What follows belongs to an exercise in optimizing a design on an open flow for small area and a short achievable clock period; a production flow would make more cautious choices. In this exercise RTL edits were held to simulation tests only and were not proved equivalent to the original. No activity file was given, so power comes from the tool's default toggle rates.

==> flow/design.v, too long to show whole: its modules and the start of the top module <==
// module riscv_core_ref: 221 lines
// module rf_rd_bit: 18 lines
// module agu_add: 756 lines
// module alu_add: 882 lines
// module pc_add: 441 lines
// module c_inv: 3 lines
// module c_nand2: 3 lines
// module c_nor2: 3 lines
// module c_nor3: 3 lines
// module c_nand3: 3 lines
// module c_nand4: 3 lines
// module c_a21oi: 3 lines
// module c_o21ai: 3 lines
// module c_o22ai: 3 lines
// module c_xor2: 3 lines
// module c_a222oi: 3 lines
// module c_a221oi: 3 lines
// module c_mux2i: 3 lines
// module c_mux2: 3 lines
// module c_mux4: 3 lines
// module c_xnor2: 3 lines
module riscv_core_ref (
input clk,
input rstn,
output [31:0] instr_mem_addr,
input  [31:0] instr_mem_rdata,
output [31:0] data_mem_addr,
output        data_mem_write,
output [31:0] data_mem_wdata,
input  [31:0] data_mem_rdata
);
  // ...
==> flow/flow/run.sh <==
#!/bin/bash
# Own layout flow: the standard synthesis unchanged, then the standard ORFS
# layout with the I/O port buffers made from buf_4 and the delay cells kept
# out of the resizer's choices.  Each step's output goes to its own log here.
set -euo pipefail
DU="sky130_fd_sc_hd__probe_p_8 sky130_fd_sc_hd__probec_p_8 sky130_fd_sc_hd__lpflow_bleeder_1 sky130_fd_sc_hd__lpflow_clkbufkapwr_1 sky130_fd_sc_hd__lpflow_clkbufkapwr_16 sky130_fd_sc_hd__lpflow_clkbufkapwr_2 sky130_fd_sc_hd__lpflow_clkbufkapwr_4 sky130_fd_sc_hd__lpflow_clkbufkapwr_8 sky130_fd_sc_hd__lpflow_clkinvkapwr_1 sky130_fd_sc_hd__lpflow_clkinvkapwr_16 sky130_fd_sc_hd__lpflow_clkinvkapwr_2 sky130_fd_sc_hd__lpflow_clkinvkapwr_4 sky130_fd_sc_hd__lpflow_clkinvkapwr_8 sky130_fd_sc_hd__lpflow_decapkapwr_12 sky130_fd_sc_hd__lpflow_decapkapwr_3 sky130_fd_sc_hd__lpflow_decapkapwr_4 sky130_fd_sc_hd__lpflow_decapkapwr_6 sky130_fd_sc_hd__lpflow_decapkapwr_8 sky130_fd_sc_hd__lpflow_inputiso0n_1 sky130_fd_sc_hd__lpflow_inputiso0p_1 sky130_fd_sc_hd__lpflow_inputiso1n_1 sky130_fd_sc_hd__lpflow_inputiso1p_1 sky130_fd_sc_hd__lpflow_inputisolatch_1 sky130_fd_sc_hd__lpflow_isobufsrc_1 sky130_fd_sc_hd__lpflow_isobufsrc_16 sky130_fd_sc_hd__lpflow_isobufsrc_2 sky130_fd_sc_hd__lpflow_isobufsrc_4 sky130_fd_sc_hd__lpflow_isobufsrc_8 sky130_fd_sc_hd__lpflow_isobufsrckapwr_16 sky130_fd_sc_hd__lpflow_lsbuf_lh_hl_isowell_tap_1 sky130_fd_sc_hd__lpflow_lsbuf_lh_hl_isowell_tap_2 sky130_fd_sc_hd__lpflow_lsbuf_lh_hl_isowell_tap_4 sky130_fd_sc_hd__lpflow_lsbuf_lh_isowell_4 sky130_fd_sc_hd__lpflow_lsbuf_lh_isowell_tap_1 sky130_fd_sc_hd__lpflow_lsbuf_lh_isowell_tap_2 sky130_fd_sc_hd__lpflow_lsbuf_lh_isowell_tap_4"
DU="$DU sky130_fd_sc_hd__clkdlybuf4s15_1 sky130_fd_sc_hd__clkdlybuf4s15_2 sky130_fd_sc_hd__clkdlybuf4s18_1 sky130_fd_sc_hd__clkdlybuf4s18_2 sky130_fd_sc_hd__clkdlybuf4s25_1 sky130_fd_sc_hd__clkdlybuf4s25_2 sky130_fd_sc_hd__clkdlybuf4s50_1 sky130_fd_sc_hd__clkdlybuf4s50_2 sky130_fd_sc_hd__dlygate4sd1_1 sky130_fd_sc_hd__dlygate4sd2_1 sky130_fd_sc_hd__dlygate4sd3_1 sky130_fd_sc_hd__dlymetal6s2s_1 sky130_fd_sc_hd__dlymetal6s4s_1 sky130_fd_sc_hd__dlymetal6s6s_1"
bash standard.sh synth > std_synth.log 2>&1
bash standard.sh "DONT_USE_CELLS=$DU" "BUFFER_PORTS_ARGS=-buffer_cell sky130_fd_sc_hd__buf_4" finish > std_layout.log 2>&1
==> flow/standard.sh <==
#!/bin/bash
# synth_recipe.tcl (not shown) runs the flow's synth.tcl, then flattens the netlist and writes it again
# the make line also repeats each setting of config.mk as NAME=value (left out here)
make -C /OpenROAD-flow-scripts/flow DESIGN_CONFIG=/design/flow/config.mk WORK_HOME=/design/flow/orfs CLKGATE_MAP_FILE= SYNTH_SCRIPT=/design/flow/synth_recipe.tcl "${@:-finish}"
==> flow/config.mk <==
export PLATFORM = sky130hd
export DESIGN_NAME = riscv_core_ref
export DESIGN_NICKNAME = riscv_core_ref
export VERILOG_FILES = /design/flow/design.v
export SDC_FILE = /design/flow/constraint.sdc
export NUM_CORES = 4
export LEC_CHECK = 0
export CAP_MARGIN = 20
export CORE_MARGIN = 2
export CORE_UTILIZATION = 45
export CTS_CLUSTER_DIAMETER = 80
export CTS_CLUSTER_SIZE = 20
export PLACE_DENSITY = 0.6
export SETUP_SLACK_MARGIN = 3.8
export SLEW_MARGIN = 20
export SYNTH_HIERARCHICAL = 1
==> flow/constraint.sdc <==
create_clock -name core_clock -period 12.0 [get_ports {clk}]
set_input_delay 2.4000 -clock core_clock [delete_from_list [all_inputs] [get_ports {clk}]]
set_output_delay 2.4000 -clock core_clock [all_outputs]
set_load 0.01 [all_outputs]
==> results_dict.tcl, run 1 <==
set metrics [dict create \
    grt_overflow 0 \
    layout.non_clock_inverters 103 \
    place_area_mm2 0.0618 \
    criticalPathCategory "input pin to primary output" \
    slowest_stage "mux2i_1" \
    regMostFlops "rf" \
    switching_power_w 0.00263 \
    crit_buf_inv 6 \
    fin_ws_ps 3460 \
    hold_class "flip-flop to flip-flop" \
    num_vias 54100 \
    seq_cells 1054 \
    register_area_mm2 0.0313 \
    multi_input_cells 3957 \
    wl_met2_mm 115 \
    ir_drop_v 0.000123 \
    synthCells 5341 \
    p_total_w 0.00844 \
    cp_common_cell "buf_4" \
    drc 0 \
    layout_min_cycle_time_ps 8540 \
    cts_buffers 68 \
    clock_area_share_pct 2.98 \
    final_util_pct 53.4 \
    power_frac_comb_pct 20.4 \
    crit_path_start "instr_mem_rdata[20]" \
    critical-path-top-delay-family "buffers and inverters" \
    dp_hpwl_mm 181 \
    grt_start_max_net_pins 63 \
    hold_viol 0 \
    outcome "timing/DRC/antenna clean" \
    clock_power_w 0.00240 \
    cp_slowest_stage_delay_ps 410 \
    nClkBuffers 82 \
    crit_path_max_fanout 16 \
    final_common_cell "edfxtp_1" \
    grt_pass1_vias 48000 \
    reg2reg_to "rf[7][3]" \
    tns_ps 0 \
    dp_slack_ps 2160 \
    globalplace.congestion 1.08 \
    p_sw_share_pct 31.1 \
    seq-power_w 0.00431 \
    grt_pass1_wl_mm 380 \
]
==> run 2: changes to the inputs <==
--- a/flow/flow/run.sh
+++ b/flow/flow/run.sh
@@ -1,5 +1,2 @@
 #!/bin/bash
-# Own layout flow: the standard synthesis unchanged, then the standard ORFS
-# layout with the I/O port buffers made from buf_4 and the delay cells kept
-# out of the resizer's choices.  Each step's output goes to its own log here.
 set -euo pipefail
@@ -8,2 +5,2 @@
 bash standard.sh synth > std_synth.log 2>&1
-bash standard.sh "DONT_USE_CELLS=$DU" "BUFFER_PORTS_ARGS=-buffer_cell sky130_fd_sc_hd__buf_4" finish > std_layout.log 2>&1
+bash standard.sh "DONT_USE_CELLS=$DU" "BUFFER_PORTS_ARGS=-buffer_cell sky130_fd_sc_hd__buf_4" "LAYER_PARASITICS_FILE=$PWD/flow/setRC_pess.tcl" finish > std_layout.log 2>&1
==> flow/flow/setRC_pess.tcl (new file) <==
# The platform's setRC.tcl with every layer's wire resistance and capacitance
# raised by 20%, so that the resizer's estimates before detailed routing lean
# pessimistic on long wires.
set_layer_rc -layer li1 -capacitance 1.799e-04 -resistance 8.611e-02
set_layer_rc -layer met1 -capacitance 2.0685E-04 -resistance 1.0715e-03
set_layer_rc -layer met2 -capacitance 1.6348E-04 -resistance 1.0715e-03
set_layer_rc -layer met3 -capacitance 2.57954E-04 -resistance 1.8804e-04
set_layer_rc -layer met4 -capacitance 1.77754E-04 -resistance 1.8804e-04
set_layer_rc -layer met5 -capacitance 1.84904E-04 -resistance 2.1372e-05

set_layer_rc -via mcon -resistance 9.249146E-3
set_layer_rc -via via -resistance 4.5E-3
set_layer_rc -via via2 -resistance 3.368786E-3
set_layer_rc -via via3 -resistance 0.376635E-3
set_layer_rc -via via4 -resistance 0.00580E-3

set_wire_rc -signal -layer met1
set_wire_rc -clock -layer met3
--- a/flow/config.mk
+++ b/flow/config.mk
@@ -13,3 +13,3 @@
 export PLACE_DENSITY = 0.6
-export SETUP_SLACK_MARGIN = 3.8
+export SETUP_SLACK_MARGIN = 3.5
 export SLEW_MARGIN = 20
==> run 2 against run 1 <==
Compared with the run above:
- critical endpoint is now data_mem_wdata[31]
- worst setup slack better by 190 ps
- critical path type unchanged
- clock skew down 26 ps
- combinational power down 2%
- largest power group unchanged
- flip-flop and latch count unchanged
- non-clock buffer count down 63
- count of clock-buffer cells in the layout down 12
- clock power down 2%
- sequential share of layout area up 0.90 points
- area after synthesis unchanged
- global-route usage down 1.0 points
- first-iteration DRC count down 16%
==> results_dict.tcl, run 2 <==
set metrics [dict create \
    fin_crit_sh_pct 69.5 \
    multi_input_comb_area_mm2 0.0266 \
    track_usage_pct 40.5 \
    leakage_nw 23.6 \
    cp_slowest_stage_delay_ps 440 \
    worstSkewPairLatency_ps 710 \
    io_buffers 159 \
    clk_root_buffer_cell "clkbuf_16" \
    cp_common_cell "buf_4" \
    outcome "timing/DRC/antenna clean" \
    fp.dieArea_mm2 0.131 \
    syn_avg_cell_area_um2 10.8 \
    cts_buffers 68 \
    via_per_inst 7.02 \
    power_density_mw_per_mm2 125 \
    final_common_cell "edfxtp_1" \
    cts_tree "done" \
    clockBufferDepth 3 \
    start_util_pct 45.4 \
    reg2regPathDepth 20 \
    p_total_w 0.00834 \
    cts.htree.levels 3 \
    grt_overflow 0 \
    register_area_mm2 0.0313 \
    setup_viol 0 \
    critical-path-top-delay-family "simple AND/OR/NAND/NOR gates" \
    crit_buf_inv 5 \
    yosysWarnings 11 \
    fmax_ghz 0.120 \
    cp.arrival_ps 5950 \
    grt_start_max_net_pins 63 \
    hold_viol 0 \
    largest_reg_flops 992 \
    antenna_found_initial 5 \
    layout-drive-gt1-share_pct 19.0 \
    tns_ps 0 \
    required_ps 9600 \
    final_util_pct 52.4 \
    skew_ps 37.1 \
    num_vias 52100 \
    relSlewSlack_pct 28.6 \
    slowest_stage "and3_4" \
    ant_nets 0 \
    grt_pass1_vias 48100 \
    core_region_area_mm2 0.128 \
    maxSlewViolCount 0 \
    drc 0 \
    hold_class "flip-flop to flip-flop" \
    reg2reg_slack_ps 5580 \
    crit_path_max_fanout 22 \
    hold_depth 1 \
    fin_ws_ps 3650 \
    r2r-start "vld[27]" \
    mostFrequentLayoutCells "edfxtp_1, o22ai_1, nor2_1" \
    fillers 11100 \
    grt_pass1_wl_mm 374 \
    ioPinCount 163 \
    cap_violations 0 \
    critPathCaptureType "primary output" \
    wl_per_cell_um 36.8 \
    dp_slack_ps 2080 \
    synthCells 5341 \
    dp_hpwl_mm 188 \
    die_y_um 363 \
    wl_mm 274 \
    final_nets 5823 \
    regMostFlops "rf" \
    drt_iter0_markers 8404 \
    layout_min_cycle_time_ps 8350 \
    criticalPathCategory "input pin to primary output" \
    ir_drop_v 0.000138 \
    globalplace.congestion 1.13 \
    reg2reg_to "rf[2][0]" \
    hold_end "vld[28]" \
    path_clk_slew_ps 80 \
    crit_chain "buf_4 -> inv_1 -> and3_4 -> nand3_4 -> buf_2 -> o22ai_1 -> nor2_1 -> nand4_1 -> nor2_4 -> buf_6 -> mux2i_1 -> o21ai_0 -> a21oi_4 -> buf_4" \
    row_count 131 \
    area_growth_pct 15.4 \
    synth_area_mm2 0.0579 \
    reg_top3 "rf (992), pc (31), vld (31)" \
    rsz0062_at_grt "yes" \
    startpoint_type "input pin" \
    worst_pin_slew_ps 1040 \
    fp.dieW_um 363 \
    min_from "vld[28]" \
    clock_sinks 1054 \
    drt_first_pass_iters 9 \
]
[run 2: cell count changes in the layout (fill, tap and decap cells not counted), sizes merged]
cell      change
buf          -58
clkbuf       -17
inv           +5
clkinv        -3
a221oi        -3
diode         -4
mux2i         +1
clkinvlp      -2
nand3        -23
[run 2: repair_timing]
item	CTS	global route
cloned	9	1
endpoints found under the hold margin	0	0
gates resized for setup	157	83
buffers inserted	112	73
pin swaps	61	27
hold buffers	0	0
setup endpoints to repair	693	345
[run 2: worst max-delay path by stage]
stage / cells after the start / startpoint / to
finish: 14 / instr_mem_rdata[23] / data_mem_wdata[31]
global route: 16 / instr_mem_rdata[17] / data_mem_addr[28]
CTS: 16 / instr_mem_rdata[19] / data_mem_addr[29]
detailed placement: 15 / instr_mem_rdata[18] / data_mem_addr[30]
global placement: 15 / instr_mem_rdata[18] / data_mem_addr[30]
floorplan: 13 / instr_mem_rdata[23] / rf[10][0]
[run 2: per-stage QoR]
stage	hold WS [ps]	std cells	instance area [um^2]
after detailed placement	542	7136	62100
final	589	7428	66800
after CTS	601	7345	65900
after floorplan	487	5344	58400
after global placement	568	7123	61900
after global routing	630	7424	66800
[run 2: cell type report]
cell class	instances	share of cell area, %
antenna	5	0.0187
clock buffer	70	2.59
clock inverter	18	0.369
inverter	103	0.590
multi-input combinational	3932	39.9
sequential	1054	46.9
tap	1662	3.11
timing repair buffer	584	6.51
[run 2: routing by layer]
metal	up-vias	global-route usage, %	wire length [um]
li1	21500	-	-
met1	25700	53.0	100000
met2	4147	57.5	114000
met3	779	12.7	38900
met4	2	26.6	21000
met5	-	0.925	174
[run 2: power by group]
part | total [W] | switching, W | internal, W
clock | 0.00236 | 0.00129 | 0.00107
combinational | 0.00168 | 0.00112 | 0.000558
sequential | 0.00430 | 0.000159 | 0.00414
total | 0.00834 | 0.00257 | 0.00577
==> run 3: changes to the inputs <==
==> flow/flow/setRC_pess.tcl (replaced) <==
# The platform's setRC.tcl with every layer's wire resistance and capacitance
# raised by 10%, so that the resizer's estimates before detailed routing lean
# pessimistic on long wires.
set_layer_rc -layer li1 -capacitance 1.648900e-04 -resistance 7.893600e-02
set_layer_rc -layer met1 -capacitance 1.896125e-04 -resistance 9.821900e-04
set_layer_rc -layer met2 -capacitance 1.498563e-04 -resistance 9.821900e-04
set_layer_rc -layer met3 -capacitance 2.364582e-04 -resistance 1.723700e-04
set_layer_rc -layer met4 -capacitance 1.629408e-04 -resistance 1.723700e-04
set_layer_rc -layer met5 -capacitance 1.694957e-04 -resistance 1.959100e-05

set_layer_rc -via mcon -resistance 9.249146E-3
set_layer_rc -via via -resistance 4.5E-3
set_layer_rc -via via2 -resistance 3.368786E-3
set_layer_rc -via via3 -resistance 0.376635E-3
set_layer_rc -via via4 -resistance 0.00580E-3

set_wire_rc -signal -layer met1
set_wire_rc -clock -layer met3
==> run 3 against run 2 <==
Compared with the run above:
- still clean on timing, DRC and antenna
- combinational power up 2%
- total power up 1.9%
- area after synthesis unchanged
- worst setup slack worse by 260 ps
- clock skew up 12 ps
- synthesized cell count unchanged
- register-to-register slack worse by 360 ps
- flip-flop and latch count unchanged
- via count up 2.7%
- count of clock-buffer cells in the layout down 1
- utilization down 0.10 points
- critical endpoint unchanged
==> results_dict.tcl, run 3 <==
set metrics [dict create \
    io_buffers 159 \
    yosysWarnings 11 \
    drt_first_pass_iters 10 \
    clk_root_buffer_cell "clkbuf_16" \
    largest_reg_flops 992 \
    antenna_found_initial 10 \
    clock_sinks 1054 \
    crit_path_start "instr_mem_rdata[24]" \
    grt_pass1_vias 48000 \
    crit_path_max_fanout 15 \
    regMostFlops "rf" \
    fin_ws_ps 3400 \
    power_density_mw_per_mm2 127 \
    maxSlewViolCount 0 \
    rsz0062_at_grt "yes" \
    mostFrequentLayoutCells "edfxtp_1, o22ai_1, nor2_1" \
    ctsHoldBuffers 0 \
    synth_area_mm2 0.0579 \
    relSlewSlack_pct 17.9 \
    core_region_area_mm2 0.128 \
    final_common_cell "edfxtp_1" \
    hold_slack_ps 602 \
    skew_ps 49.4 \
    required_ps 9600 \
    ioPinCount 163 \
    ant_nets 0 \
    final_util_pct 52.3 \
    hold_depth 1 \
    grt_overflow 0 \
    globalplace.congestion 1.07 \
    fp.dieArea_mm2 0.131 \
    reg2regPathDepth 20 \
    fin_crit_sh_pct 71.7 \
    setup_viol 0 \
    hold_class "flip-flop to flip-flop" \
    final_nets 5803 \
    hold_viol 0 \
    worstSkewPairLatency_ps 720 \
    wl_per_cell_um 38.6 \
    fmax_ghz 0.116 \
    wl_mm 286 \
    ir_drop_v 0.000122 \
    reg2reg_slack_ps 5220 \
    outcome "timing/DRC/antenna clean" \
    fp.dieW_um 363 \
    grt_pass1_wl_mm 383 \
    drt_iter0_markers 10200 \
    cap_violations 0 \
    cp-endpoint "data_mem_wdata[31]" \
    cts_tree "done" \
    num_vias 53600 \
    tns_ps 0 \
    layout_min_cycle_time_ps 8600 \
    reg2reg_to "rf[22][25]" \
    criticalPathCategory "input pin to primary output" \
    worst_pin_slew_ps 1200 \
    layout-drive-gt1-share_pct 18.2 \
    startpoint_type "input pin" \
    reg_top3 "rf (992), pc (31), vld (31)" \
    leakage_nw 23.4 \
    die_y_um 363 \
    track_usage_pct 41.9 \
    via_per_inst 7.23 \
    area_growth_pct 15.2 \
    row_count 131 \
    cp.arrival_ps 6200 \
    dp_slack_ps 1880 \
    cts_buffers 68 \
    clockBufferDepth 3 \
    grt_start_max_net_pins 63 \
    syn_avg_cell_area_um2 10.8 \
    path_clk_slew_ps 70 \
    r2r-start "vld[25]" \
    dp_hpwl_mm 185 \
    critPathCaptureType "primary output" \
    drc 0 \
    cts.htree.levels 3 \
    start_util_pct 45.4 \
    synthCells 5341 \
]
[run 3: what timing repair did]
| action | CTS | global route |
|---|---|---|
| hold endpoints to repair | 0 | 0 |
| pin swaps | 69 | 27 |
| resized for setup | 136 | 65 |
| gates cloned | 21 | 2 |
| endpoints found under the setup margin | 911 | 120 |
| buffers inserted | 126 | 48 |
[run 3: metal layers]
| metal | track usage (%) | wire (um) | share of wire [%] |
|---|---|---|---|
| met3 | 15.4 | 45400 | 16 |
| met2 | 58.0 | 115000 | 40 |
| met4 | 26.3 | 22300 | 7.8 |
| met5 | 0.777 | 471 | 0.16 |
| met1 | 55.2 | 103000 | 36 |
[run 3: worst max-delay path, stage by stage]
cell	delay (ps)
buf_4	340
nand2_1	220
nor2_4	580
nand3_4	550
o22ai_1	300
nor2_1	100
nand4_1	400
nor2_2	140
buf_2	250
mux2i_1	150
o21ai_0	150
a21oi_4	380
buf_4	200
[run 3: worst min path at each step]
stage / slack (ps) / endpoint / from
after CTS: 600 / vld[22] / vld[22]
final: 600 / vld[14] / vld[14]
after global placement: 530 / vld[21] / vld[21]
after floorplan: 490 / vld[20] / vld[20]
after global routing: 630 / vld[22] / vld[22]
after detailed placement: 540 / vld[20] / vld[20]
[run 3: power by group]
| group | leakage, nW | total (W) | switching [W] | internal (W) |
|---|---|---|---|---|
| logic | 12.2 | 0.00172 | 0.00116 | 0.000555 |
| registers | 10.2 | 0.00432 | 0.000172 | 0.00414 |
| clock network | 1.01 | 0.00246 | 0.00132 | 0.00115 |
[run 3: cell type report]
type                       instances  area [um^2]
clock buffer                      69         1710
sequential                      1054        31300
fill                           11200        60900
antenna                            4         10.0
clock inverter                    25          395
timing repair buffer             551         4090
inverter                         103          394
multi-input combinational       3945        26700
tap                             1662         2080
[run 3: per-stage QoR]
stage / area (um^2) / cells / total power (W)
after floorplan: 58400 / 5344 / 0.00550
after global placement: 61700 / 7099 / 0.00600
after detailed placement: 61900 / 7114 / 0.00596
after CTS: 65900 / 7355 / 0.00851
after global routing: 66700 / 7410 / 0.00883
final: 66700 / 7413 / 0.00850
==> run 4: changes to the inputs <==
==> flow/flow/setRC_pess.tcl (replaced) <==
# The platform's setRC.tcl with every layer's wire resistance and capacitance
# raised by 20%, so that the resizer's estimates before detailed routing lean
# pessimistic on long wires.
set_layer_rc -layer li1 -capacitance 1.798800e-04 -resistance 8.611200e-02
set_layer_rc -layer met1 -capacitance 2.068500e-04 -resistance 1.071480e-03
set_layer_rc -layer met2 -capacitance 1.634796e-04 -resistance 1.071480e-03
set_layer_rc -layer met3 -capacitance 2.579544e-04 -resistance 1.880400e-04
set_layer_rc -layer met4 -capacitance 1.777536e-04 -resistance 1.880400e-04
set_layer_rc -layer met5 -capacitance 1.849044e-04 -resistance 2.137200e-05

set_layer_rc -via mcon -resistance 9.249146E-3
set_layer_rc -via via -resistance 4.5E-3
set_layer_rc -via via2 -resistance 3.368786E-3
set_layer_rc -via via3 -resistance 0.376635E-3
set_layer_rc -via via4 -resistance 0.00580E-3

set_wire_rc -signal -layer met1
set_wire_rc -clock -layer met3
--- a/flow/config.mk
+++ b/flow/config.mk
@@ -13,3 +13,3 @@
 export PLACE_DENSITY = 0.6
-export SETUP_SLACK_MARGIN = 3.5
+export SETUP_SLACK_MARGIN = 3.3
 export SLEW_MARGIN = 20
==> run 4 against run 3 <==
Compared with the run above:
- sequential power about the same
- largest cell class unchanged
- highest routed layer is now met4
- cell count grew 0.73%
- non-clock buffer count grew 50
- utilization increased by 0.20 points
- clock skew grew 30 ps
- via count is 0.91% lower
- largest power group unchanged
- critical path depth rose by 1
- combinational power shrank 3%
- critical endpoint unchanged
- still clean
- clock power grew 2%
==> results_dict.tcl, run 4 <==
set metrics [dict create \
    fillers 11300 \
    leakage_nw 23.6 \
    switching_power_w 0.00262 \
    cp-endpoint "data_mem_wdata[31]" \
    ioPinCount 163 \
    startpoint_type "input pin" \
    grt_pass1_vias 47700 \
    hold_viol 0 \
    layout_min_cycle_time_ps 8640 \
    reg2reg_slack_ps 5770 \
    clkPwrFrac_pct 29.5 \
    clock_sinks 1054 \
    drt_first_pass_iters 10 \
    criticalPathCategory "input pin to primary output" \
    reg2regPathDepth 19 \
    fp.dieW_um 363 \
    cp.arrival_ps 6240 \
    grt_pass1_wl_mm 376 \
    power_frac_comb_pct 19.7 \
    synth_area_mm2 0.0579 \
    layout.cells.non_filler 7467 \
    cts_tree "done" \
    hold_slack_ps 595 \
    place_inst 7136 \
    path_clk_slew_ps 50 \
    r2r-start "vld[30]" \
    fin_crit_sh_pct 72.0 \
    cts.htree.levels 3 \
    ant_nets 0 \
    reg_top3 "rf (992), pc (31), vld (31)" \
    start_util_pct 45.4 \
    ctsHoldBuffers 0 \
    cts_buffers 71 \
    drc 0 \
    maxSlewViolCount 0 \
    final_util_pct 52.5 \
    clk_root_buffer_cell "clkbuf_16" \
    wl_per_cell_um 37.6 \
    track_usage_pct 40.9 \
    critPathCaptureType "primary output" \
    drt_iter0_markers 9582 \
    final_nets 5852 \
    reg2reg_to "rf[21][19]" \
    dp_hpwl_mm 187 \
    globalplace.congestion 1.09 \
    core_region_area_mm2 0.128 \
    row_count 131 \
    skew_ps 79.3 \
    internal_power_w 0.00587 \
    outcome "timing/DRC/antenna clean" \
    crit_path_max_fanout 17 \
    final_common_cell "edfxtp_1" \
    num_vias 53100 \
    mostFrequentLayoutCells "edfxtp_1, o22ai_1, nor2_1" \
    io_buffers 159 \
    rsz0062_at_grt "yes" \
    clockBufferDepth 3 \
    cap_violations 0 \
    setup_viol 0 \
    worstSkewPairLatency_ps 730 \
    worst_pin_slew_ps 1110 \
    ir_drop_v 0.000167 \
    layout-drive-gt1-share_pct 18.6 \
    power_density_mw_per_mm2 127 \
    p_sw_share_pct 30.9 \
    hold_class "flip-flop to flip-flop" \
    via_per_inst 7.11 \
    tns_ps 0 \
    grt_overflow 0 \
    required_ps 9600 \
    fp.dieArea_mm2 0.131 \
    yosysWarnings 11 \
    regMostFlops "rf" \
    largest_reg_flops 992 \
    grt_start_max_net_pins 63 \
    wl_mm 281 \
    crit_path_start "instr_mem_rdata[21]" \
    synthCells 5341 \
    pwr-share-seq_pct 50.7 \
    syn_avg_cell_area_um2 10.8 \
    antenna_found_initial 5 \
    die_y_um 363 \
    area_growth_pct 15.7 \
    relSlewSlack_pct 26.2 \
    fmax_ghz 0.116 \
]
==> run 4: timing repair <==
item,4_1_cts,5_1_grt
cloned,14,5
setup buffers,128,74
pin swaps,64,33
resized for setup,113,66
setup endpoints to repair,914,248
==> run 4: how the worst min path moves through the flow <==
stage,startpoint,cells after the start,to,slack (ps)
5_1_grt,vld[6],1,vld[6],620
2_1_floorplan,vld[20],1,vld[20],490
3_5_place_dp,vld[21],1,vld[21],550
3_3_place_gp,vld[7],1,vld[7],550
4_1_cts,vld[21],1,vld[21],570
6_report,vld[13],1,vld[13],590
==> run 4: worst max-delay path, cell delays in order <==
cell and delay [ps]:
buf_4 180, inv_1 300, nor2_4 120, buf_6 160, nand3_4 320, buf_2 340, o22ai_1 120, nor2_1 150
nand4_1 460, nor2_4 460, mux2i_1 200, o21ai_0 510, a21oi_1 250, buf_4 210
==> run 4: through the flow <==
stage	total power (W)	instance area (um^2)	worst slack (ps)
2_1_floorplan	0.00550	58300	3390
3_3_place_gp	0.00601	61800	1620
3_5_place_dp	0.00594	62200	2220
4_1_cts	0.00863	66000	3280
5_1_grt	0.00897	66900	3240
6_report	0.00848	66900	3360
==> run 4: cell type report <==
cell class / count / area (um^2) / share of cell area (%)
well taps: 1662 / 2080 / 3.11
diodes: 3 / 7.51 / 0.0112
repair buffers: 601 / 4410 / 6.59
inverters: 103 / 395 / 0.591
flip-flops and latches: 1054 / 31300 / 46.8
clock inverters: 24 / 345 / 0.516
clock buffers: 79 / 1830 / 2.73
multi-input cells: 3941 / 26500 / 39.6
==> run 4: power groups by stage <==
| stage | clock network (W) | registers (W) | logic, W |
|---|---|---|---|
| floorplan | 0 | 0.00435 | 0.00115 |
| global placement | 0 | 0.00438 | 0.00162 |
| detailed placement | 0 | 0.00437 | 0.00157 |
| CTS | 0.00263 | 0.00430 | 0.00170 |
| global route | 0.00277 | 0.00433 | 0.00188 |
| finish | 0.00251 | 0.00430 | 0.00167 |
==> run 4: per-layer routing <==
layer  routed length (um)  share of wire (%)  track usage (%)  vias to the layer above
met2               116000                 41             59.5                     4456
met5                    0                  0                0                        -
li1                     -                  -                -                    21600
met4                21200                7.5             23.9                        0
met3                41300                 15             13.0                      851
met1               102000                 36             53.7                    26200
==> run 5: changes to the inputs <==
==> flow/flow/setRC_pess.tcl (replaced) <==
# The platform's setRC.tcl with every layer's wire resistance and capacitance
# raised by 25%, so that the resizer's estimates before detailed routing lean
# pessimistic on long wires.
set_layer_rc -layer li1 -capacitance 1.873750e-04 -resistance 8.970000e-02
set_layer_rc -layer met1 -capacitance 2.154688e-04 -resistance 1.116125e-03
set_layer_rc -layer met2 -capacitance 1.702913e-04 -resistance 1.116125e-03
set_layer_rc -layer met3 -capacitance 2.687025e-04 -resistance 1.958750e-04
set_layer_rc -layer met4 -capacitance 1.851600e-04 -resistance 1.958750e-04
set_layer_rc -layer met5 -capacitance 1.926087e-04 -resistance 2.226250e-05

set_layer_rc -via mcon -resistance 9.249146E-3
set_layer_rc -via via -resistance 4.5E-3
set_layer_rc -via via2 -resistance 3.368786E-3
set_layer_rc -via via3 -resistance 0.376635E-3
set_layer_rc -via via4 -resistance 0.00580E-3

set_wire_rc -signal -layer met1
set_wire_rc -clock -layer met3
--- a/flow/config.mk
+++ b/flow/config.mk
@@ -13,3 +13,3 @@
 export PLACE_DENSITY = 0.6
-export SETUP_SLACK_MARGIN = 3.3
+export SETUP_SLACK_MARGIN = 3.5
 export SLEW_MARGIN = 20
==> run 5 against run 4 <==
Compared with the run above:
- critical path depth rose by 5
- die area did not move
- register-to-register slack improved by 130 ps
- cell count rose by 2.3%
- count of clock-buffer cells in the layout rose by 6
- still clean on timing, DRC and antenna
- routed wire length rose by 1.4%
- largest power group unchanged
==> results_dict.tcl, run 5 <==
set metrics [dict create \
    switching_power_w 0.00268 \
    cts_tree "done" \
    wl_per_cell_um 37.2 \
    hold_depth 1 \
    globalplace.congestion 1.06 \
    layout.cells.non_filler 7638 \
    relSlewSlack_pct 28.5 \
    hold_class "flip-flop to flip-flop" \
    clk_root_buffer_cell "clkbuf_16" \
    fp.dieW_um 363 \
    power_density_mw_per_mm2 124 \
    via_per_inst 7.07 \
    setup_viol 0 \
    wl_mm 284 \
    reg2reg_slack_ps 5900 \
    grt_start_max_net_pins 63 \
    cp.arrival_ps 5920 \
    grt_overflow 0 \
    dp_hpwl_mm 191 \
    die_y_um 363 \
    final_util_pct 54.1 \
    clockBufferDepth 3 \
    rsz0062_at_grt "yes" \
    start_util_pct 45.4 \
    cap_violations 0 \
    drt_iter0_markers 9450 \
    core_region_area_mm2 0.128 \
    yosysWarnings 11 \
    layout-drive-gt1-share_pct 21.5 \
    startpoint_type "input pin" \
    io_buffers 159 \
    wl_met1_mm 104 \
    place_inst 7153 \
    criticalPathCategory "input pin to primary output" \
    min_from "vld[3]" \
    layout_min_cycle_time_ps 8320 \
    antenna_found_initial 11 \
    crit_path_max_fanout 10 \
    cts_buffers 70 \
    drc 0 \
    outcome "timing/DRC/antenna clean" \
    synth_area_mm2 0.0579 \
    area_growth_pct 19.3 \
    final_common_cell "edfxtp_1" \
    fin_crit_sh_pct 69.3 \
    ctsHoldBuffers 0 \
    leakage_nw 24.3 \
    ir_drop_v 0.000137 \
    wl_met3_mm 42.1 \
    num_vias 54000 \
    worstSkewPairLatency_ps 740 \
    ant_nets 0 \
    highest_layer "met5" \
    path_clk_slew_ps 70 \
    hold_viol 0 \
    fmax_ghz 0.120 \
    required_ps 9600 \
    grt_pass1_vias 48900 \
    drt_first_pass_iters 12 \
    syn_avg_cell_area_um2 10.8 \
    maxSlewViolCount 0 \
    critPathCaptureType "primary output" \
    p_total_w 0.00856 \
    synthCells 5341 \
    worst_pin_slew_ps 1070 \
    reg2reg_to "rf[4][24]" \
    hold_end "vld[3]" \
    ioPinCount 163 \
    internal_power_w 0.00589 \
    regMostFlops "rf" \
    skew_ps 73.8 \
    clock_sinks 1054 \
    track_usage_pct 41.8 \
    row_count 131 \
    largest_reg_flops 992 \
    mostFrequentLayoutCells "edfxtp_1, o22ai_1, nor2_1" \
    reg2regPathDepth 18 \
    pwr-share-seq_pct 50.3 \
    p_sw_share_pct 31.3 \
    power_frac_comb_pct 20.2 \
    tns_ps 0 \
    final_nets 6012 \
    cts.htree.levels 3 \
    r2r-start "vld[7]" \
    reg_top3 "rf (992), pc (31), vld (31)" \
    clkPwrFrac_pct 29.5 \
    fp.dieArea_mm2 0.131 \
    wl_met2_mm 116 \
    grt_pass1_wl_mm 384 \
]
-- run 5: worst max-delay path, cell delays in order --
cell and delay (ps):
buf_16 140, nor3b_4 200, buf_6 170, nand3_4 200
buf_2 210, buf_4 210, buf_2 200, o22ai_1 140
nor2_1 70, nand4_1 120, buf_6 200, o21ai_1 120
o21ai_1 440, a21oi_2 190, o21ai_1 300, a21oi_2 120
o21ai_4 120, xor2_4 230, buf_6 130
-- run 5: layout make-up --
cell class / instances / area, um^2
Clock inverter: 26 / 384
Timing Repair Buffer: 758 / 5610
Tap cell: 1662 / 2080
Inverter: 103 / 409
Clock buffer: 85 / 1830
Sequential cell: 1054 / 31300
Antenna cell: 5 / 12.5
Fill cell: 11100 / 58500
Multi-Input combinational cell: 3945 / 27400
-- run 5: stage by stage --
| step | area [um^2] | hold slack (ps) | worst slack [ps] |
|---|---|---|---|
| after global routing | 69000 | 651 | 3410 |
| final | 69000 | 607 | 3680 |
| after CTS | 67600 | 615 | 3440 |
| after detailed placement | 62100 | 541 | 2160 |
| after global placement | 62000 | 538 | 1570 |
| after floorplan | 58400 | 487 | 3610 |
-- run 5: worst max-delay path by stage --
stage | start | cells past startpoint | slack (ps) | end
floorplan | instr_mem_rdata[23] | 13 | 3610 | rf[10][0]
global placement | instr_mem_rdata[16] | 13 | 1570 | data_mem_addr[16]
detailed placement | instr_mem_rdata[16] | 13 | 2160 | data_mem_addr[16]
CTS | instr_mem_rdata[20] | 16 | 3440 | data_mem_wdata[31]
global route | instr_mem_rdata[17] | 18 | 3410 | data_mem_addr[31]
finish | instr_mem_rdata[19] | 19 | 3680 | data_mem_addr[25]
-- run 5: per-layer routing --
metal	vias up	GRT usage, %
li1	22000	-
met3	947	14.3
met4	8	26.5
met5	-	0
met2	4559	59.4
met1	26500	54.5
-- run 5: what timing repair did --
item / CTS / global route
resized for setup: 254 / 144
gates cloned: 23 / 1
pin swaps: 121 / 73
setup buffers: 222 / 120
setup endpoints to repair: 941 / 647
-- run 5: power by group through the flow --
stage / Clock (W) / Sequential, W / Combinational, W
global route: 0.00283 / 0.00434 / 0.00197
CTS: 0.00268 / 0.00432 / 0.00176
finish: 0.00252 / 0.00431 / 0.00173
floorplan: 0 / 0.00435 / 0.00115
global placement: 0 / 0.00439 / 0.00167
detailed placement: 0 / 0.00437 / 0.00158
==> module riscv_core_ref, before the edit <==
module riscv_core_ref (
input clk,
input rstn,
output [31:0] instr_mem_addr,
input  [31:0] instr_mem_rdata,
output [31:0] data_mem_addr,
output        data_mem_write,
output [31:0] data_mem_wdata,
input  [31:0] data_mem_rdata
);
wire [31:0] ins = instr_mem_rdata;
wire [6:0]  op  = ins[6:0];
wire [2:0]  f3  = ins[14:12];
wire [4:0]  rd  = ins[11:7];
wire [4:0]  ra  = ins[19:15];
wire [4:0]  rb  = ins[24:20];
wire        sg  = ins[31];
wire op_lui   = (op == 7'b0110111);
wire op_auipc = (op == 7'b0010111);
wire op_jal   = (op == 7'b1101111);
wire op_jalr  = (op == 7'b1100111) & (f3 == 3'b000);
wire op_br    = (op == 7'b1100011) & (f3[2:1] != 2'b01);
wire op_imm   = (op == 7'b0010011) &
                ((f3 == 3'b001) ? (ins[31:26] == 6'b000000) :
                 (f3 == 3'b101) ? ((ins[31:26] == 6'b000000) | (ins[31:26] == 6'b010000)) :
                 1'b1);
wire op_reg   = (op == 7'b0110011) &
                ((ins[31:25] == 7'b0000000) |
                 ((ins[31:25] == 7'b0100000) & ((f3 == 3'b000) | (f3 == 3'b101))));
wire op_load  = (op == 7'b0000011) & (f3 != 3'b011) & (f3[2:1] != 2'b11);
wire op_store = (op == 7'b0100011) & (f3[2] == 1'b0) & (f3[1:0] != 2'b11);
wire op_link  = op_jal | op_jalr;
wire rf_we    = (op_lui | op_auipc | op_link | op_imm | op_reg | op_load) & (rd != 5'd0);
wire [31:0] i_im = {{21{sg}}, ins[30:20]};
wire [31:0] s_im = {{21{sg}}, ins[30:25], ins[11:7]};
wire [31:0] b_im = {{20{sg}}, ins[7], ins[30:25], ins[11:8], 1'b0};
wire [31:0] u_im = {ins[31:12], 12'b0};
wire [31:0] j_im = {{12{sg}}, ins[19:12], ins[20], ins[30:21], 1'b0};
reg  [31:0] rf [1:31];
reg  [31:1] vld;
wire [31:0] wdn;
wire [3:0] pa_lo, pb_lo;
wire [7:0] pa_hi, pb_hi;
genvar gi, gj;
generate
for (gi = 0; gi < 4; gi = gi + 1) begin : g_plo
    assign pa_lo[gi] = (ra[1:0] == gi);
    assign pb_lo[gi] = (rb[1:0] == gi);
end
for (gi = 0; gi < 8; gi = gi + 1) begin : g_phi
    assign pa_hi[gi] = (ra[4:2] == gi);
    assign pb_hi[gi] = (rb[4:2] == gi);
end
endgenerate
wire [31:1] sna, snb;
generate
for (gi = 1; gi < 32; gi = gi + 1) begin : g_rf
    c_nand3 u_sa (.a(vld[gi]), .b(pa_lo[gi % 4]), .c(pa_hi[gi / 4]), .y(sna[gi]));
    c_nand3 u_sb (.a(vld[gi]), .b(pb_lo[gi % 4]), .c(pb_hi[gi / 4]), .y(snb[gi]));
    always @(posedge clk) begin
        if (rf_we && rd == gi) rf[gi] <= wdn;
    end
end
endgenerate
always @(posedge clk or negedge rstn) begin
    if (!rstn) vld <= 31'b0;
    else if (rf_we) vld[rd] <= 1'b1;
end
wire [31:0] rsa_n, rsb_n;
wire [31:0] rsa_r0, rsa_r1;
generate
for (gj = 0; gj < 32; gj = gj + 1) begin : g_rd
    wire [31:1] qn;
    for (gi = 1; gi < 32; gi = gi + 1) begin : g_q
        assign qn[gi] = rf[gi][gj];
    end
    rf_rd_bit u_a (.qn(qn), .sn(sna), .yn(rsa_n[gj]), .r({rsa_r1[gj], rsa_r0[gj]}));
    rf_rd_bit u_b (.qn(qn), .sn(snb), .yn(rsb_n[gj]), .r());
end
endgenerate
wire [31:0] rsa = ~rsa_n;
wire [31:0] rsb = ~rsb_n;
reg  [31:1] pc;
wire [31:0] pc_w   = {pc, 1'b0};
wire [31:0] pc4    = pc_w + 32'd4;
wire [31:0] pc_imm = ins[3] ? j_im : (ins[2] ? u_im : b_im);
wire [31:0] pc_sum;
assign pc_sum[0] = 1'b0;
pc_add u_pca (.a(pc), .b(pc_imm[31:1]), .s(pc_sum[31:1]));
wire [31:0] ag_im = op_store ? s_im : i_im;
wire [31:0] ag;
agu_add u_agu (.an(rsa_n), .bn(~ag_im), .r0(rsa_r0), .r1(rsa_r1), .b(ag_im), .s(ag));
wire        use_imm = ~ins[5];                   
wire [31:0] opb     = use_imm ? i_im : rsb;
wire        do_sub  = ins[6] | (f3[2:1] == 2'b01) | (ins[5] & ins[30] & (f3 == 3'b000));
wire [31:0] sum;
wire        alu_co;
wire [31:0] bn_imm = ~(i_im ^ {32{do_sub}});
wire [31:0] bn_reg, alu_bn;
generate
for (gj = 0; gj < 32; gj = gj + 1) begin : g_bn
    c_xnor2 u_x (.a(rsb_n[gj]), .b(do_sub), .y(bn_reg[gj]));       
    c_mux2i u_m (.d0(bn_reg[gj]), .d1(~bn_imm[gj]), .s(use_imm), .y(alu_bn[gj]));
end
endgenerate
wire [31:0] x_and, x_or, x_xor;
wire        c31;
alu_add u_alu (.an(rsa_n), .bn(alu_bn), .ci(do_sub), .s(sum), .co(alu_co), .c31(c31),
               .xg(x_and), .xt(x_or), .xp(x_xor));
wire        lt1     = ~x_xor[31] & rsa[31];
wire        lt0     = x_xor[31] | rsa[31];
wire        ltu1    = ~x_or[31];
wire        ltu0    = ~x_and[31];
wire        eq      = &x_xor;
wire [4:0]  shamt   = opb[4:0];
wire        sh_left = ~f3[2];
wire        sh_fill = ins[30] & rsa[31];
wire        sh_fp   = sh_fill & ~sh_left;        
wire [31:0] sh_st [0:6];
generate
for (gj = 0; gj < 32; gj = gj + 1) begin : g_sh
    c_mux2i u_r0 (.d0(rsa_n[gj]), .d1(rsa_n[31-gj]), .s(sh_left), .y(sh_st[0][gj]));
    for (gi = 0; gi < 5; gi = gi + 1) begin : g_k
        if (gj + (1 << gi) < 32) begin : g_in
            c_mux2i u_s (.d0(sh_st[gi][gj]), .d1(sh_st[gi][gj + (1 << gi)]), .s(shamt[gi]), .y(sh_st[gi+1][gj]));
        end else begin : g_fill
            c_mux2i u_s (.d0(sh_st[gi][gj]), .d1((gi % 2 == 0) ? sh_fp : ~sh_fp), .s(shamt[gi]), .y(sh_st[gi+1][gj]));
        end
    end
    c_mux2i u_r1 (.d0(sh_st[5][gj]), .d1(sh_st[5][31-gj]), .s(sh_left), .y(sh_st[6][gj]));
end
endgenerate
wire [31:0] sh_out = sh_st[6];
wire br_c1  = f3[2] ? (f3[1] ? ltu1 : lt1) : eq;
wire br_c0  = f3[2] ? (f3[1] ? ltu0 : lt0) : eq;
wire taken1 = op_jal | (op_br & (br_c1 ^ f3[0]));
wire taken0 = op_jal | (op_br & (br_c0 ^ f3[0]));
wire taken;
c_mux2 u_tk (.d0(taken0), .d1(taken1), .s(c31), .y(taken));
wire [31:1] pc_oth = op_jalr ? ag[31:1] : pc4[31:1];
wire [31:1] pc_nxt;
generate
for (gj = 1; gj < 32; gj = gj + 1) begin : g_pcn
    c_mux2i u_m (.d0(~pc_oth[gj]), .d1(~pc_sum[gj]), .s(taken), .y(pc_nxt[gj]));
end
endgenerate
always @(posedge clk or negedge rstn) begin
    if (!rstn) pc <= 31'b0;
    else       pc <= pc_nxt;
end
wire [1:0]  ab  = ag[1:0];
wire [15:0] ldh = ab[1] ? data_mem_rdata[31:16] : data_mem_rdata[15:0];
wire [7:0]  ldb = ab[0] ? ldh[15:8] : ldh[7:0];
reg  [31:0] ld;
always @(*) begin
    case (f3[1:0])
        2'b00:   ld = {{24{ldb[7] & ~f3[2]}}, ldb};
        2'b01:   ld = {{16{ldh[15] & ~f3[2]}}, ldh};
        default: ld = data_mem_rdata;
    endcase
end
wire        wb_alu  = ~(op_load | op_lui | op_auipc | op_link);
wire        s_sum   = wb_alu & (f3 == 3'b000);
wire        s_sh    = wb_alu & (f3[1:0] == 2'b01);
wire        s_xor   = wb_alu & (f3 == 3'b100);
wire        s_or    = wb_alu & (f3 == 3'b110);
wire        s_and   = wb_alu & (f3 == 3'b111);
wire [31:0] wb_early = op_lui   ? u_im :
                       op_auipc ? pc_sum :
                       op_link  ? pc4 : 32'b0;
wire [31:0] wb_l1n, wb_l2n, wb_rest;
generate
for (gj = 0; gj < 32; gj = gj + 1) begin : g_wr
    c_a222oi u_l1 (.a1(x_xor[gj]), .a2(s_xor), .b1(x_or[gj]), .b2(s_or), .c1(x_and[gj]), .c2(s_and), .y(wb_l1n[gj]));
    c_a21oi  u_l2 (.a1(ld[gj]), .a2(op_load), .b1(wb_early[gj]), .y(wb_l2n[gj]));
    c_nand2  u_r  (.a(wb_l1n[gj]), .b(wb_l2n[gj]), .y(wb_rest[gj]));
end
endgenerate
wire        s_lt    = wb_alu & (f3 == 3'b010);
wire        s_ltu   = wb_alu & (f3 == 3'b011);
wire        rest0_1 = wb_rest[0] | (s_lt & lt1) | (s_ltu & ltu1);
wire        rest0_0 = wb_rest[0] | (s_lt & lt0) | (s_ltu & ltu0);
wire        rest0;
c_mux2 u_r0 (.d0(rest0_0), .d1(rest0_1), .s(c31), .y(rest0));
generate
for (gj = 0; gj < 32; gj = gj + 1) begin : g_wb
    if (gj == 0) begin : g_b0
        c_a221oi u_w (.a1(sum[gj]), .a2(s_sum), .b1(sh_out[gj]), .b2(s_sh), .c1(rest0), .y(wdn[gj]));
    end else begin : g_bn
        c_a221oi u_w (.a1(sum[gj]), .a2(s_sum), .b1(sh_out[gj]), .b2(s_sh), .c1(wb_rest[gj]), .y(wdn[gj]));
    end
end
endgenerate
reg [3:0] wm_tt [0:3];
integer v, kk;
reg [1:0] abv;
always @(*) begin
    for (kk = 0; kk < 4; kk = kk + 1) begin
        for (v = 0; v < 4; v = v + 1) begin
            abv = v[1:0] + s_im[1:0];
            wm_tt[kk][v] = op_store & (f3[1] | (f3[0] ? (abv[1] == kk[1]) : (abv == kk[1:0])));
        end
    end
end
wire [3:0] wm;
genvar gk;
generate
for (gk = 0; gk < 4; gk = gk + 1) begin : g_wm
    c_mux4 u_wm (.d0(wm_tt[gk][3]), .d1(wm_tt[gk][2]), .d2(wm_tt[gk][1]), .d3(wm_tt[gk][0]),
                 .s0(rsa_n[0]), .s1(rsa_n[1]), .y(wm[gk]));
end
endgenerate
wire [31:0] st = f3[1] ? rsb : f3[0] ? {2{rsb[15:0]}} : {4{rsb[7:0]}};
assign data_mem_wdata[7:0]   = wm[0] ? st[7:0]   : data_mem_rdata[7:0];
assign data_mem_wdata[15:8]  = wm[1] ? st[15:8]  : data_mem_rdata[15:8];
assign data_mem_wdata[23:16] = wm[2] ? st[23:16] : data_mem_rdata[23:16];
assign data_mem_wdata[31:24] = wm[3] ? st[31:24] : data_mem_rdata[31:24];
assign data_mem_write = op_store;
assign data_mem_addr  = {ag[31:2], 2'b00};
assign instr_mem_addr = pc_w;
endmodule
==> run 6: changes to the inputs <==
--- a/flow/design.v
+++ b/flow/design.v
@@ -101,4 +101,4 @@
 for (gj = 0; gj < 32; gj = gj + 1) begin : g_bn
-    c_xnor2 u_x (.a(rsb_n[gj]), .b(do_sub), .y(bn_reg[gj]));       
-    c_mux2i u_m (.d0(bn_reg[gj]), .d1(~bn_imm[gj]), .s(use_imm), .y(alu_bn[gj]));
+    c_xor2 u_x (.a(rsb_n[gj]), .b(do_sub), .y(bn_reg[gj]));
+    c_mux2 u_m (.d0(bn_reg[gj]), .d1(bn_imm[gj]), .s(use_imm), .y(alu_bn[gj]));
 end
@@ -113,2 +113,4 @@
 wire        ltu0    = ~x_and[31];
+wire        lt      = c31 ? lt1 : lt0;
+wire        ltu     = c31 ? ltu1 : ltu0;
 wire        eq      = &x_xor;
@@ -117,18 +119,8 @@
 wire        sh_fill = ins[30] & rsa[31];
-wire        sh_fp   = sh_fill & ~sh_left;        
-wire [31:0] sh_st [0:6];
-generate
-for (gj = 0; gj < 32; gj = gj + 1) begin : g_sh
-    c_mux2i u_r0 (.d0(rsa_n[gj]), .d1(rsa_n[31-gj]), .s(sh_left), .y(sh_st[0][gj]));
-    for (gi = 0; gi < 5; gi = gi + 1) begin : g_k
-        if (gj + (1 << gi) < 32) begin : g_in
-            c_mux2i u_s (.d0(sh_st[gi][gj]), .d1(sh_st[gi][gj + (1 << gi)]), .s(shamt[gi]), .y(sh_st[gi+1][gj]));
-        end else begin : g_fill
-            c_mux2i u_s (.d0(sh_st[gi][gj]), .d1((gi % 2 == 0) ? sh_fp : ~sh_fp), .s(shamt[gi]), .y(sh_st[gi+1][gj]));
-        end
-    end
-    c_mux2i u_r1 (.d0(sh_st[5][gj]), .d1(sh_st[5][31-gj]), .s(sh_left), .y(sh_st[6][gj]));
-end
-endgenerate
-wire [31:0] sh_out = sh_st[6];
+reg  [31:0] sh_in;
+integer m;
+always @(*) for (m = 0; m < 32; m = m + 1) sh_in[m] = sh_left ? rsa[31-m] : rsa[m];
+wire [31:0] sh_r    = $signed({sh_fill & ~sh_left, sh_in}) >>> shamt;
+reg  [31:0] sh_out;
+always @(*) for (m = 0; m < 32; m = m + 1) sh_out[m] = sh_left ? sh_r[31-m] : sh_r[m];
 wire br_c1  = f3[2] ? (f3[1] ? ltu1 : lt1) : eq;
@@ -137,5 +129,5 @@
 wire taken0 = op_jal | (op_br & (br_c0 ^ f3[0]));
-wire taken;
-c_mux2 u_tk (.d0(taken0), .d1(taken1), .s(c31), .y(taken));
 wire [31:1] pc_oth = op_jalr ? ag[31:1] : pc4[31:1];
+wire [31:1] pc_n1  = taken1 ? pc_sum[31:1] : pc_oth;
+wire [31:1] pc_n0  = taken0 ? pc_sum[31:1] : pc_oth;
 wire [31:1] pc_nxt;
@@ -143,3 +135,3 @@
 for (gj = 1; gj < 32; gj = gj + 1) begin : g_pcn
-    c_mux2i u_m (.d0(~pc_oth[gj]), .d1(~pc_sum[gj]), .s(taken), .y(pc_nxt[gj]));
+    c_mux2 u_m (.d0(pc_n0[gj]), .d1(pc_n1[gj]), .s(c31), .y(pc_nxt[gj]));
 end
@@ -164,29 +156,21 @@
 wire        s_sh    = wb_alu & (f3[1:0] == 2'b01);
-wire        s_xor   = wb_alu & (f3 == 3'b100);
-wire        s_or    = wb_alu & (f3 == 3'b110);
-wire        s_and   = wb_alu & (f3 == 3'b111);
-wire [31:0] wb_early = op_lui   ? u_im :
-                       op_auipc ? pc_sum :
-                       op_link  ? pc4 : 32'b0;
-wire [31:0] wb_l1n, wb_l2n, wb_rest;
-generate
-for (gj = 0; gj < 32; gj = gj + 1) begin : g_wr
-    c_a222oi u_l1 (.a1(x_xor[gj]), .a2(s_xor), .b1(x_or[gj]), .b2(s_or), .c1(x_and[gj]), .c2(s_and), .y(wb_l1n[gj]));
-    c_a21oi  u_l2 (.a1(ld[gj]), .a2(op_load), .b1(wb_early[gj]), .y(wb_l2n[gj]));
-    c_nand2  u_r  (.a(wb_l1n[gj]), .b(wb_l2n[gj]), .y(wb_rest[gj]));
+reg  [31:0] alu_rest;
+always @(*) begin
+    case (f3)
+        3'b010:  alu_rest = {31'b0, lt};
+        3'b011:  alu_rest = {31'b0, ltu};
+        3'b100:  alu_rest = x_xor;
+        3'b110:  alu_rest = x_or;
+        3'b111:  alu_rest = x_and;
+        default: alu_rest = 32'b0;
+    endcase
 end
-endgenerate
-wire        s_lt    = wb_alu & (f3 == 3'b010);
-wire        s_ltu   = wb_alu & (f3 == 3'b011);
-wire        rest0_1 = wb_rest[0] | (s_lt & lt1) | (s_ltu & ltu1);
-wire        rest0_0 = wb_rest[0] | (s_lt & lt0) | (s_ltu & ltu0);
-wire        rest0;
-c_mux2 u_r0 (.d0(rest0_0), .d1(rest0_1), .s(c31), .y(rest0));
+wire [31:0] wb_rest = op_load  ? ld :
+                      op_lui   ? u_im :
+                      op_auipc ? pc_sum :
+                      op_link  ? pc4 :
+                                 alu_rest;
 generate
 for (gj = 0; gj < 32; gj = gj + 1) begin : g_wb
-    if (gj == 0) begin : g_b0
-        c_a221oi u_w (.a1(sum[gj]), .a2(s_sum), .b1(sh_out[gj]), .b2(s_sh), .c1(rest0), .y(wdn[gj]));
-    end else begin : g_bn
-        c_a221oi u_w (.a1(sum[gj]), .a2(s_sum), .b1(sh_out[gj]), .b2(s_sh), .c1(wb_rest[gj]), .y(wdn[gj]));
-    end
+    c_a221oi u_w (.a1(sum[gj]), .a2(s_sum), .b1(sh_out[gj]), .b2(s_sh), .c1(wb_rest[gj]), .y(wdn[gj]));
 end
@@ -2348,5 +2332,2 @@
 endmodule
-module c_a222oi (input a1, input a2, input b1, input b2, input c1, input c2, output y);
-assign y = ~((a1 & a2) | (b1 & b2) | (c1 & c2));
-endmodule
 module c_a221oi (input a1, input a2, input b1, input b2, input c1, output y);
@@ -2354,5 +2335,2 @@
 endmodule
-module c_mux2i (input d0, input d1, input s, output y);
-assign y = ~(s ? d1 : d0);
-endmodule
 module c_mux2 (input d0, input d1, input s, output y);
--- a/flow/flow/run.sh
+++ b/flow/flow/run.sh
@@ -1,2 +1,5 @@
 #!/bin/bash
+# Own layout flow: the standard synthesis unchanged, then the standard ORFS
+# layout with the I/O port buffers made from buf_4 and the delay cells kept
+# out of the resizer's choices.  Each step's output goes to its own log here.
 set -euo pipefail
@@ -5,2 +8,2 @@
 bash standard.sh synth > std_synth.log 2>&1
-bash standard.sh "DONT_USE_CELLS=$DU" "BUFFER_PORTS_ARGS=-buffer_cell sky130_fd_sc_hd__buf_4" "LAYER_PARASITICS_FILE=$PWD/flow/setRC_pess.tcl" finish > std_layout.log 2>&1
+bash standard.sh "DONT_USE_CELLS=$DU" "BUFFER_PORTS_ARGS=-buffer_cell sky130_fd_sc_hd__buf_4" finish > std_layout.log 2>&1
removed: flow/flow/setRC_pess.tcl
==> run 6 against run 5 <==
Compared with the run above:
- critical endpoint is now data_mem_wdata[24]
- largest power group unchanged
- combinational power up 32%
- cell area down 2.9%
- utilization down 2.5 points
==> results_dict.tcl, run 6 <==
set metrics [dict create \
    syn_avg_cell_area_um2 10.6 \
    drc 0 \
    start_util_pct 45.5 \
    drt_iter0_markers 9161 \
    reg2regPathDepth 25 \
    pwr-share-seq_pct 48.3 \
    required_ps 9600 \
    fp.dieArea_mm2 0.134 \
    hold_viol 0 \
    reg_top3 "rf (992), pc (31), vld (31)" \
    r2r-start "vld[2]" \
    hold_class "flip-flop to flip-flop" \
    place_inst 7369 \
    core_region_area_mm2 0.130 \
    area_growth_pct 13.5 \
    cp_common_cell "buf_4" \
    cp_slowest_stage_delay_ps 590 \
    worst_pin_slew_ps 1220 \
    cts_tree "done" \
    worstSkewPairLatency_ps 730 \
    rsz0062_at_grt "yes" \
    drt_first_pass_iters 10 \
    power_frac_comb_pct 25.2 \
    final_common_cell "o22ai_1" \
    ir_drop_v 0.000115 \
    final_nets 5946 \
    fin_crit_sh_pct 72.3 \
    clockBufferDepth 3 \
    layout.cells.non_filler 7641 \
    min_from "vld[21]" \
    switching_power_w 0.00301 \
    slowest_stage "o21ai_0" \
    hold_slack_ps 553 \
    die_y_um 366 \
    mostFrequentLayoutCells "o22ai_1, edfxtp_1, nor2_1" \
    clkPwrFrac_pct 26.5 \
    synthCells 5576 \
    cp.arrival_ps 6270 \
    antenna_found_initial 17 \
    setup_viol 0 \
    clk_root_buffer_cell "clkbuf_16" \
    ioPinCount 163 \
    power_density_mw_per_mm2 135 \
    largest_reg_flops 992 \
    internal_power_w 0.00604 \
    ctsHoldBuffers 0 \
    tns_ps 0 \
    outcome "timing/DRC/antenna clean" \
    critPathCaptureType "primary output" \
    fmax_ghz 0.115 \
    num_vias 54400 \
    path_clk_slew_ps 90 \
    hold_end "vld[21]" \
    reg2reg_to "rf[28][0]" \
    crit_path_max_fanout 21 \
    grt_start_max_net_pins 63 \
    crit_chain "buf_4 -> nor3b_4 -> buf_6 -> nand3_4 -> buf_2 -> o22ai_1 -> nor2_1 -> nand4_1 -> nor2_2 -> mux2i_1 -> o21ai_0 -> a21oi_1 -> buf_4" \
    reg2reg_slack_ps 5240 \
    clock_sinks 1054 \
    skew_ps 74.5 \
    fillers 11500 \
    startpoint_type "input pin" \
    grt_overflow 0 \
    via_per_inst 7.12 \
    dp_hpwl_mm 206 \
    row_count 132 \
    cap_violations 0 \
    wl_mm 296 \
    layout_min_cycle_time_ps 8670 \
    regMostFlops "rf" \
    criticalPathCategory "input pin to primary output" \
    cts_buffers 68 \
    grt_pass1_wl_mm 397 \
    grt_pass1_vias 49300 \
    maxSlewViolCount 0 \
    layout-drive-gt1-share_pct 19.1 \
    fp.dieW_um 366 \
    hold_depth 1 \
    globalplace.congestion 1.08 \
    wl_per_cell_um 38.8 \
    cts.htree.levels 3 \
    leakage_nw 22.4 \
    synth_area_mm2 0.0591 \
    relSlewSlack_pct 18.1 \
    track_usage_pct 42.1 \
    ant_nets 0 \
    yosysWarnings 11 \
    p_sw_share_pct 33.2 \
    io_buffers 159 \
]
## run 6: changes by cell type in the layout (fill, tap and decap cells not counted), sizes merged, moves of 33 or more
| cell | before | now |
|---|---|---|
| nor2 | 883 | 1003 |
| xor2 | 158 | 191 |
| nand2 | 346 | 280 |
| buf | 744 | 516 |
| inv | 105 | 72 |
| mux2i | 323 | 86 |
| o22ai | 972 | 1009 |
| mux2 | 14 | 149 |
| a21oi | 222 | 298 |
## run 6: metrics by stage
stage | utilization (%) | instance area, um^2 | power [W] | setup slack (ps)
3_5_place_dp | 48.1 | 62500 | 0.00656 | 1670
5_1_grt | 51.6 | 67000 | 0.00926 | 3490
3_3_place_gp | 48.0 | 62300 | 0.00654 | 1660
2_1_floorplan | - | 59100 | 0.00590 | 3580
4_1_cts | 50.8 | 66000 | 0.00893 | 3450
6_report | 51.6 | 67000 | 0.00905 | 3330
## run 6: critical path, delay by kind of cell
family                 cells  cell delay (ps)
and+or+nand+nor            5             1770
AOI/OAI and AO/OA          3              900
muxes                      1              120
buffers and inverters      4             1010
## run 6: timing repair
action	in CTS	in global routing
setup endpoints to repair	1067	275
cloned	7	8
resized for setup	183	85
buffers inserted	64	85
pin swaps	44	37
## run 6: worst max-delay path by stage
stage                         from            endpoint  slack (ps)  depth (start not counted)
3_5_place_dp   instr_mem_rdata[20]           rf[20][0]        1670                         25
4_1_cts        instr_mem_rdata[19]   data_mem_addr[26]        3450                         15
2_1_floorplan  instr_mem_rdata[14]           rf[10][0]        3580                         25
3_3_place_gp   instr_mem_rdata[20]           rf[21][0]        1660                         25
6_report       instr_mem_rdata[23]  data_mem_wdata[24]        3330                         13
5_1_grt        instr_mem_rdata[18]   data_mem_addr[29]        3490                         17
## run 6: layout make-up
cell class              count  area, um^2  share of cell area, %
well taps                1742        2180                   3.25
diodes                      5        12.5                 0.0187
clock buffers              82        1780                   2.66
clock inverters            17         239                  0.357
repair buffers            533        3790                   5.66
inverters                  66         255                  0.381
multi-input cells        4142       27400                   40.9
flip-flops and latches   1054       31300                   46.8
## run 6: layer usage
metal | vias up | wire length [um] | GRT usage, %
li1 | 22200 | - | -
met1 | 26700 | 106000 | 53.0
met2 | 4472 | 126000 | 62.8
met3 | 959 | 39000 | 12.2
met4 | 16 | 26000 | 28.1
met5 | - | 127 | 0
## run 6: power groups by stage
stage	sequential [W]	combinational, W	clock [W]
after floorplan	0.00441	0.00149	0
after global placement	0.00443	0.00212	0
after detailed placement	0.00443	0.00213	0
after CTS	0.00436	0.00217	0.00240
after global routing	0.00438	0.00235	0.00253
final	0.00437	0.00228	0.00240

==> afterwards: timing with drivers on the ports <==
Ports are ideal in the flow. The routed layouts listed here were re-timed in OpenROAD. Step 1: set_driving_cell puts a clkbuf_16 on clk and a buf_2 on each other input, an assumption about the parent block. Step 2 times the ports against the registers' clock, not the clock port: input delays grow and output delays shrink by t, the midpoint of the rising clock arrivals with the driver on. a / b / c = no drivers / after step 1 / after step 2; a / b = the first two.
run | t (ns) | slack for setup (ns) | hold slack, ns | latest minus earliest clock arrival (ns) | worst slew at a driven data input, ns
run 1 | 0.790 | 3.460 / 3.425 / 3.159 | 0.639 / 0.639 / 0.639 | 0.064 / 0.064 | 0.07
run 2 | 0.778 | 3.655 / 3.628 / 3.345 | 0.589 / 0.589 / 0.589 | 0.037 / 0.037 | 0.06
run 3 | 0.782 | 3.399 / 3.368 / 2.950 | 0.602 / 0.602 / 0.602 | 0.050 / 0.049 | 0.06
run 4 | 0.770 | 3.356 / 3.330 / 3.104 | 0.595 / 0.595 / 0.595 | 0.079 / 0.079 | 0.08
run 5 | 0.786 | 3.682 / 3.528 / 3.221 | 0.607 / 0.607 / 0.607 | 0.074 / 0.074 | 0.20
run 6 | 0.781 | 3.326 / 3.300 / 2.713 | 0.553 / 0.553 / 0.553 | 0.075 / 0.074 | 0.13
After both steps setup and hold are still met in every run listed. The setup slack of run 6, which loses most, moves by -0.026 ns with the drivers and by -0.613 ns with both steps.
